What follows belongs to an exercise in optimizing a design on an open flow for small area, a short achievable clock period and few clock cycles; a production flow would make more cautious choices. Where RTL was checked, it was by simulation tests only, not by an equivalence proof against the original. Power figures rest on the tool's default switching activity, not on a simulated workload.

Setup of xenon:
## projectCPU2022
module projectCPU2022(
  clk,
  rst,
  wrEn,
  data_fromRAM,
  addr_toRAM,
  data_toRAM,
  PC,
  W
);
input clk, rst;
input wire [15:0] data_fromRAM;
output reg [15:0] data_toRAM;
output reg wrEn;
output reg [12:0] addr_toRAM;
output reg [12:0] PC;
output reg [15:0] W;
localparam [2:0] S_FET = 3'd0,   
                 S_DEC = 3'd1,   
                 S_PTR = 3'd2,   
                 S_IND = 3'd3,   
                 S_EXE = 3'd4,   
                 S_WR  = 3'd5;   
reg [2:0]  state;
reg [2:0]  opcode;
reg [15:0] M;         
reg        exe;       
wire [15:0] D     = data_fromRAM;
wire [12:0] PCinc = PC + 13'd1;
wire        opd0  = (D[12:0] == 13'd0);
wire        sub   = (opcode == 3'd4);
wire        isADD = (opcode == 3'd0);
wire        isNOR = (opcode == 3'd1);
wire        isSRL = (opcode == 3'd2);
wire        isRRL = (opcode == 3'd3);
wire        isLD  = (opcode == 3'd6);
wire [15:0] p = W ^ M;
wire [15:0] g = W & M;
reg  [15:0] G, P;
integer j, s;
always @* begin
  G = g; P = p;
  G[0] = g[0] | (p[0] & sub);
  for (s = 1; s < 16; s = s * 2)
    for (j = 2 * s - 1; j < 16; j = j + 2 * s) begin
      G[j] = G[j] | (P[j] & G[j - s]);
      P[j] = P[j] & P[j - s];
    end
  for (s = 4; s >= 1; s = s / 2)
    for (j = 3 * s - 1; j < 16; j = j + 2 * s) begin
      G[j] = G[j] | (P[j] & G[j - s]);
      P[j] = P[j] & P[j - s];
    end
end
wire [15:0] sum = p ^ {G[14:0], sub};
wire        lt  = ~G[15];        
wire        eq  = &p;            
wire        left  = |M[15:4];
wire [3:0]  k     = M[3:0];
wire        fill  = isRRL;
reg  [15:0] Wrev, frev;
integer q;
always @* for (q = 0; q < 16; q = q + 1) Wrev[q] = W[15 - q];
wire [15:0] x0 = left ? Wrev : W;
wire [15:0] x1 = k[0] ? {x0[0]   & fill,       x0[15:1]} : x0;
wire [15:0] x2 = k[1] ? {x1[1:0] & {2{fill}},  x1[15:2]} : x1;
wire [15:0] x3 = k[2] ? {x2[3:0] & {4{fill}},  x2[15:4]} : x2;
  ...
Size in the first run: ~780 cells after synthesis, ~77 I/O pins, ~5100 µm² of cells after synthesis.
Settings: LEC_CHECK=0, ABC_AREA=1, CAP_MARGIN=20, CORE_MARGIN=2, CORE_UTILIZATION=40, SETUP_SLACK_MARGIN=2.0, SLEW_MARGIN=20; clock period 5.0 ns.
run.sh (not shown) runs the stock make flow with config.mk's settings and CLKGATE_MAP_FILE= SYNTH_SCRIPT=/design/flow/synth_recipe.tcl, a recipe that flattens the netlist after the stock synthesis.
xenon has completed all stages; timing, DRC and antenna checks passed.
--- input diff xenon..indigo ---
- a change of SETUP_SLACK_MARGIN from 2.0 to 2.4
Findings:
Diff xenon -> indigo: routing usage on met1 now smaller; headroom to the max-slew limit down 1.6 points; clock-pin slew of the registers on the worst-case setup and hold paths comparable; critical path depth went up 4. The flow did not stop early for indigo: all stages ran, and the layout cleared the timing, DRC and antenna checks.
No functional check of the RTL was part of any run of this note.


Setup of nickel:
Another version of the RTL of projectCPU2022 (not shown whole).
Size in the first run: roughly 850 cells after synthesis, roughly 55 flip-flops, about 77 I/O pins, ~5100 um2 of cells after synthesis.
clock: 5.0 ns
lec_check: 0
abc_area: 1
cap_margin: 20
core_margin: 2
core_utilization: 40
cts_cluster_diameter: 150
cts_cluster_size: 40
setup_slack_margin: 2.5
slew_margin: 20
standard.sh (not shown) runs the stock make flow with config.mk's settings and CLKGATE_MAP_FILE= SYNTH_SCRIPT=/design/flow/synth_recipe.tcl, a recipe that flattens the netlist after the stock synthesis.
==> flow/flow/run.sh <==
#!/bin/bash
# The standard layout, with every port buffered by buf_2 rather than the flow's default
# buffer choice (a delay cell). The ORFS logs stay under orfs/logs; make's output goes to
# standard.log.
set -euo pipefail
export BUFFER_PORTS_ARGS="-buffer_cell sky130_fd_sc_hd__buf_2"
bash standard.sh > standard.log 2>&1
Testbench counts of nickel, summed over its fixed seeds: cycles 57,384.
Input changes introduced in lagoon (baseline for comparison: nickel):
# nickel
export LEC_CHECK = 0
export ABC_AREA = 1
export CAP_MARGIN = 20
export CORE_MARGIN = 2
export CORE_UTILIZATION = 40
export CTS_CLUSTER_DIAMETER = 150
export CTS_CLUSTER_SIZE = 40
export SETUP_SLACK_MARGIN = 2.5
export SLEW_MARGIN = 20
create_clock -name core_clock -period 5.0 [get_ports {clk}]
# lagoon
export LEC_CHECK = 0
export ABC_AREA = 1
export CAP_MARGIN = 20
export CORE_MARGIN = 2
export CORE_UTILIZATION = 40
export SETUP_SLACK_MARGIN = 2.5
export SLEW_MARGIN = 20
create_clock -name core_clock -period 5.0 [get_ports {clk}]
==> flow/flow/run.sh <==
#!/bin/bash
# The standard layout with two changes:
#  - every port is buffered by buf_2 rather than the flow's default buffer choice (a delay cell);
#  - synthesis is synth_recipe.tcl unchanged except that ABC maps the combinational logic with
#    flow/abc.script (area-oriented mapping); flip-flops are mapped before ABC runs, so the
#    registers, their names and cell types are those of the standard synthesis.
# Logs: standard.log (make) and the ORFS step logs under orfs/logs.
set -euo pipefail
here=$(pwd)
{
  echo 'proc abc {args} {'
  echo '  set i [lsearch -exact $args -script]'
  echo "  if {\$i >= 0} { lset args [expr {\$i + 1}] $here/flow/abc.script }"
  echo '  yosys abc {*}$args'
  echo '}'
  cat synth_recipe.tcl
} > synth_own.tcl
export BUFFER_PORTS_ARGS="-buffer_cell sky130_fd_sc_hd__buf_2"
bash standard.sh SYNTH_SCRIPT=$here/synth_own.tcl finish > standard.log 2>&1
==> flow/flow/abc.script (new file) <==
strash
dch -f
amap
topo
stime -c
==> comparison <==
- In the metrics for lagoon and nickel, the one carrying the higher sequential power is lagoon.
- | fraction of power spent switching nets | lagoon vs nickel | 1.6 points higher |
- Re post-CTS setup buffer count: nickel was lower than lagoon.
- For the slew at the pin with the worst max-slew slack, lagoon came in 0.14 ns lower than nickel did.
- When lagoon is measured against nickel, its global-route usage turns out 3.7 points higher.
- The final reports for lagoon and nickel show cell area after layout higher in the former.
- Portion of the clock cycle consumed by the worst path in the final layout (higher): lagoon
### lagoon -> raven
# lagoon
export LEC_CHECK = 0
export ABC_AREA = 1
export CAP_MARGIN = 20
export CORE_MARGIN = 2
export CORE_UTILIZATION = 40
export SETUP_SLACK_MARGIN = 2.5
export SLEW_MARGIN = 20
create_clock -name core_clock -period 5.0 [get_ports {clk}]
# raven
export LEC_CHECK = 0
export ABC_AREA = 1
export CAP_MARGIN = 20
export CORE_MARGIN = 2
export CORE_UTILIZATION = 48
export SETUP_SLACK_MARGIN = 2.5
export SLEW_MARGIN = 20
create_clock -name core_clock -period 5.0 [get_ports {clk}]
==> flow/flow/run.sh <==
#!/bin/bash
# The standard layout, with every port buffered by buf_2 rather than the flow's default
# buffer choice (a delay cell). The ORFS logs stay under orfs/logs; make's output goes to
# standard.log.
set -euo pipefail
export BUFFER_PORTS_ARGS="-buffer_cell sky130_fd_sc_hd__buf_2"
bash standard.sh > standard.log 2>&1
removed: flow/flow/abc.script
==> summary.txt <==
met2 global-route usage is higher on raven
Compared with lagoon, raven is more frugal on power.
When raven is set beside lagoon, its final cell count turns out to be about 18% larger.
raven vs lagoon, category of the critical setup timing path: primary input to output pin vs flip-flop to flip-flop
Compared with lagoon, in raven non-clock buffering overhead in the final layout fell by 7.1 points; remaining max-slew budget at the tightest pin moved up; flip-flop and latch share of the layout cell area shows an increase of 1.4 points; number of global-route vias before repair rose 11%.
Delta(layout clock buffer count, raven - lagoon) < 0
Edits applied to the flow inputs when going from raven to garnet:
# raven
export LEC_CHECK = 0
export ABC_AREA = 1
export CAP_MARGIN = 20
export CORE_MARGIN = 2
export CORE_UTILIZATION = 48
export SETUP_SLACK_MARGIN = 2.5
export SLEW_MARGIN = 20
create_clock -name core_clock -period 5.0 [get_ports {clk}]
# garnet
export LEC_CHECK = 0
export ABC_AREA = 1
export CAP_MARGIN = 20
export CORE_MARGIN = 2
export CORE_UTILIZATION = 40
export SETUP_SLACK_MARGIN = 2.5
export SLEW_MARGIN = 20
create_clock -name core_clock -period 5.0 [get_ports {clk}]
==> flow/flow/run.sh <==
#!/bin/bash
# The standard layout with two changes:
#  - every port is buffered by buf_2 rather than the flow's default buffer choice (a delay cell);
#  - synthesis is synth_recipe.tcl unchanged except that ABC maps the combinational logic with
#    flow/abc.script (area-oriented mapping); flip-flops are mapped before ABC runs, so the
#    registers, their names and cell types are those of the standard synthesis.
# Logs: standard.log (make) and the ORFS step logs under orfs/logs.
set -euo pipefail
here=$(pwd)
{
  echo 'proc abc {args} {'
  echo '  set i [lsearch -exact $args -script]'
  echo "  if {\$i >= 0} { lset args [expr {\$i + 1}] $here/flow/abc.script }"
  echo '  yosys abc {*}$args'
  echo '}'
  cat synth_recipe.tcl
} > synth_own.tcl
export BUFFER_PORTS_ARGS="-buffer_cell sky130_fd_sc_hd__buf_2"
bash standard.sh SYNTH_SCRIPT=$here/synth_own.tcl finish > standard.log 2>&1
==> flow/flow/abc.script (new file) <==
strash
dch -f
amap
topo
buffer -c
upsize -c
dnsize -c
Results
A end point of the critical path of W[12]$_SDFFE_PP0P_ is what garnet shows, while addr_toRAM[4] belongs to raven.
Routed via count divided by cell count up 4.2% in garnet wrt raven
Compared with raven, garnet shows weighted congestion reported at the end of routability-driven placement that has gone down slightly.
The lower global-route track usage on met3 came out of raven.
[garnet] layout multi-input combinational cell count fell 29% relative to raven
Compared to raven, garnet has first-iteration DRC count about 22% lower.
Against raven, first-pass GRT wire length in garnet fell by more than 10%.
garnet vs. raven: sequential-cell power consumption now larger; post-synthesis instance area went down; maximum frequency dropped 17%.
Between raven and garnet, the initial standard-cell utilization of the core is higher for raven.
Re global-route usage: raven and garnet aren't equal, and the higher value belongs to raven.
Changes in violet relative to garnet:
# garnet
export LEC_CHECK = 0
export ABC_AREA = 1
export CAP_MARGIN = 20
export CORE_MARGIN = 2
export CORE_UTILIZATION = 40
export SETUP_SLACK_MARGIN = 2.5
export SLEW_MARGIN = 20
create_clock -name core_clock -period 5.0 [get_ports {clk}]
# violet
export LEC_CHECK = 0
export ABC_AREA = 1
export CAP_MARGIN = 20
export CORE_MARGIN = 2
export CORE_UTILIZATION = 40
export CTS_BUF_LIST = sky130_fd_sc_hd__clkbuf_8
export SETUP_SLACK_MARGIN = 2.5
export SLEW_MARGIN = 20
create_clock -name core_clock -period 5.0 [get_ports {clk}]
==> flow/flow/run.sh <==
#!/bin/bash
# The standard layout, with every port buffered by buf_2 rather than the flow's default
# buffer choice (a delay cell). The ORFS logs stay under orfs/logs; make's output goes to
# standard.log.
set -euo pipefail
export BUFFER_PORTS_ARGS="-buffer_cell sky130_fd_sc_hd__buf_2"
bash standard.sh > standard.log 2>&1
removed: flow/flow/abc.script
violet: full flow OK, the timing, DRC and antenna checks passed. garnet -> violet: max-slew violation count delta 0, exact match. In violet, worst hold slack is higher than in garnet. violet against garnet: y dimension of the die now larger; number of signal-net inverters in the final layout rose by 32. Comparing garnet and violet, final critical-path share of the clock period is higher on garnet. garnet reports its destination of the critical timing path as W[12]$_SDFFE_PP0P_ while violet reports PC[9]$_SDFF_PP0_. Looking at synthesized cell count, violet sits 209 above garnet. Sequential cell area share of violet is on par with garnet. Area taken by flip-flops and latches came out lower on violet than on garnet. Area occupied by multi-input gates delta for violet relative to garnet: about 5% higher. Final non-filler cell area in violet vs garnet: down about 1.6%. Between violet and garnet, it is violet whose met2 routed wirelength is higher, by 11%.
--- input diff violet..amber ---
# violet
export LEC_CHECK = 0
export ABC_AREA = 1
export CAP_MARGIN = 20
export CORE_MARGIN = 2
export CORE_UTILIZATION = 40
export CTS_BUF_LIST = sky130_fd_sc_hd__clkbuf_8
export SETUP_SLACK_MARGIN = 2.5
export SLEW_MARGIN = 20
create_clock -name core_clock -period 5.0 [get_ports {clk}]
# amber
export LEC_CHECK = 0
export ABC_AREA = 1
export CAP_MARGIN = 5
export CORE_MARGIN = 2
export CORE_UTILIZATION = 40
export SETUP_SLACK_MARGIN = 2.5
export SLEW_MARGIN = 5
create_clock -name core_clock -period 5.0 [get_ports {clk}]
### Flow results
Summary of the comparison: total routed wirelength is lower in amber, relative to violet.
Final worst slack, violet and amber: larger value in amber
The number of logic stages on the critical path including buffering reported for amber is smaller than that of violet by 9.


The RTL this note starts from:
==> flow/design.v <==
module projectCPU2022(
  clk,
  rst,
  wrEn,
  data_fromRAM,
  addr_toRAM,
  data_toRAM,
  PC,
  W
);
input clk, rst;
input wire [15:0] data_fromRAM;
output reg [15:0] data_toRAM;
output reg wrEn;
output reg [12:0] addr_toRAM;
output reg [12:0] PC;
output reg [15:0] W;
localparam [2:0] S_FET = 3'd0,   
                 S_DEC = 3'd1,   
                 S_PTR = 3'd2,   
                 S_IND = 3'd3,   
                 S_EXE = 3'd4,   
                 S_WR  = 3'd5;   
reg [2:0]  state;
reg [2:0]  opcode;
reg [15:0] M;         
reg [15:0] Px;        
reg        exe;       
reg        sub;       
wire [15:0] D     = data_fromRAM;
wire [12:0] PCinc = PC + 13'd1;
wire        opd0  = (D[12:0] == 13'd0);
wire        isADD = (opcode == 3'd0);
wire        isCMP = (opcode == 3'd4);
wire        isNOR = (opcode == 3'd1);
wire        isSRL = (opcode == 3'd2);
wire        isRRL = (opcode == 3'd3);
wire        isLD  = (opcode == 3'd6);
wire [15:0] p = Px;
wire [15:0] g = W & M;
reg  [15:0] G, P;
integer j, s;
always @* begin
  G = g; P = p;
  G[0] = g[0] | (p[0] & sub);
  for (s = 1; s < 16; s = s * 2)
    for (j = 0; j < 16; j = j + 1)
      if (j & s) begin
        G[j] = G[j] | (P[j] & G[(j & ~(s - 1)) - 1]);
        P[j] = P[j] & P[(j & ~(s - 1)) - 1];
      end
end
wire [15:0] sum = p ^ {G[14:0], sub};
wire        lt  = ~G[15];        
wire        eq  = &p;            
wire        left  = |M[15:4];
wire [3:0]  k     = M[3:0];
wire        fill  = isRRL;
reg  [15:0] Wrev, frev;
integer q;
always @* for (q = 0; q < 16; q = q + 1) Wrev[q] = W[15 - q];
wire [15:0] x0 = left ? Wrev : W;
wire [15:0] x1 = k[0] ? {x0[0]   & fill,       x0[15:1]} : x0;
wire [15:0] x2 = k[1] ? {x1[1:0] & {2{fill}},  x1[15:2]} : x1;
wire [15:0] x3 = k[2] ? {x2[3:0] & {4{fill}},  x2[15:4]} : x2;
wire [15:0] x4 = k[3] ? {x3[7:0] & {8{fill}},  x3[15:8]} : x3;
always @* for (q = 0; q < 16; q = q + 1) frev[q] = x4[15 - q];
wire [15:0] shres = left ? frev : x4;
wire        isSH  = isSRL | isRRL;
wire [15:0] cmpres = {{15{lt}}, ~eq};
wire [15:0] alu = ({16{isADD}} & sum) | ({16{isCMP}} & cmpres) | ({16{isNOR}} & ~(W | M)) |
                  ({16{isSH}} & shres) | ({16{isLD}} & M);
always @* begin
  case (state)
    S_DEC, S_IND: addr_toRAM = D[12:0];
    S_EXE, S_FET: addr_toRAM = PC;
    S_PTR:        addr_toRAM = 13'd4;
    S_WR:         addr_toRAM = M[12:0];
    default:      addr_toRAM = PC;
  endcase
  wrEn       = (state == S_WR);
  data_toRAM = W;
end
wire        cmpx  = (state == S_EXE) && (opcode == 3'd4);
always @(posedge clk) begin
  M   <= D ^ {16{cmpx}};
  Px  <= D ^ {16{cmpx}} ^ W;
  sub <= cmpx;
end
always @(posedge clk) begin
  if (rst) begin
    state <= S_FET;
    PC    <= 13'd0;
    W     <= 16'd0;
    exe   <= 1'b0;
  end else begin
    exe <= 1'b0;
    if (exe)
      W <= alu;
    case (state)
      S_FET: state <= S_DEC;
      S_DEC: begin
        opcode <= D[15:13];
        if (D[15:13] != 3'd7)
          PC <= PCinc;
        if (opd0)
          state <= S_PTR;
        else if (D[15:13] == 3'd7)
          state <= S_WR;
        else
          state <= S_EXE;
      end
      S_PTR: state <= S_IND;
      S_IND: state <= (opcode == 3'd7) ? S_WR : S_EXE;
      S_EXE: begin
        exe <= (opcode != 3'd5);
        if (opcode == 3'd5 && D == 16'd0) begin
          PC    <= W[12:0];
          state <= S_FET;
        end else begin
          state <= S_DEC;
        end
      end
      S_WR: begin
        PC    <= PCinc;
        state <= S_FET;
      end
      default: state <= S_FET;
    endcase
  end
end
endmodule
export LEC_CHECK = 0
export ABC_AREA = 1
export CAP_MARGIN = 20
export CORE_MARGIN = 2
export CORE_UTILIZATION = 40
export SETUP_SLACK_MARGIN = 2.5
export SLEW_MARGIN = 20
create_clock -name core_clock -period 5.0 [get_ports {clk}]
run.sh (not shown) runs the stock make flow with config.mk's settings and CLKGATE_MAP_FILE= SYNTH_SCRIPT=/design/flow/synth_recipe.tcl, a recipe that flattens the netlist after the stock synthesis.
Stock flow here: none of the scripts above is used.
Testbench counts at the start, summed over its fixed seeds: cycles 57,384.
Rerun with:
- SETUP_SLACK_MARGIN: 2.5 -> 2.4
Critical path depth does not change.
Fmax is about the same.
Die area is unchanged.
Design area shrinks by a few percent.
Clock skew barely changes.
Worst setup slack hardly moves.
Total power shrinks slightly.
Hold slack improved by 0.0048 ns.
Area after synthesis is unchanged.
Global-route usage stays flat.
Wire length shrinks by a few percent.

## separate check: timing with driven ports
In the flow no input, the clock included, has a driving cell. The finished layouts below were timed again as built, in two steps.
Step 1: set_driving_cell puts a clkbuf_16 on clk and a buf_2 on each other input, an assumption about the parent block.
Step 2 moves the port delays by t, midway between the first and last clock arrival at a register: inputs arrive t later, outputs are due t later. That takes back most of the time a late clock gives input paths.
a / b / c = no drivers / after step 1 / after step 2; a / b = the first two.
run | shift t [ns] | slack for setup (ns) | hold WS [ns]
xenon | 0.350 | 1.969 / 1.969 / 1.838 | 0.516 / 0.516 / 0.516
indigo | 0.334 | 1.997 / 1.997 / 1.997 | 0.551 / 0.551 / 0.551
nickel | 0.342 | 2.519 / 2.484 / 2.251 | 0.555 / 0.555 / 0.555
lagoon | 0.360 | 2.065 / 2.065 / 1.966 | 0.532 / 0.532 / 0.532
raven | 0.355 | 2.518 / 2.476 / 2.235 | 0.524 / 0.524 / 0.524
garnet | 0.334 | 2.017 / 2.017 / 2.017 | 0.535 / 0.535 / 0.535
violet | 0.362 | 2.474 / 2.481 / 2.128 | 0.557 / 0.557 / 0.557
amber | 0.345 | 2.515 / 2.479 / 2.237 | 0.552 / 0.552 / 0.552
the first run of note 3 | 0.381 | 2.304 / 2.262 / 2.214 | 0.515 / 0.515 / 0.515
the second run of note 3 | 0.382 | 2.304 / 2.263 / 2.119 | 0.520 / 0.520 / 0.520
After both steps every run listed still meets setup and hold. For violet, which loses most, drivers alone change the setup slack by +0.007 ns; drivers and shift together by -0.346 ns.
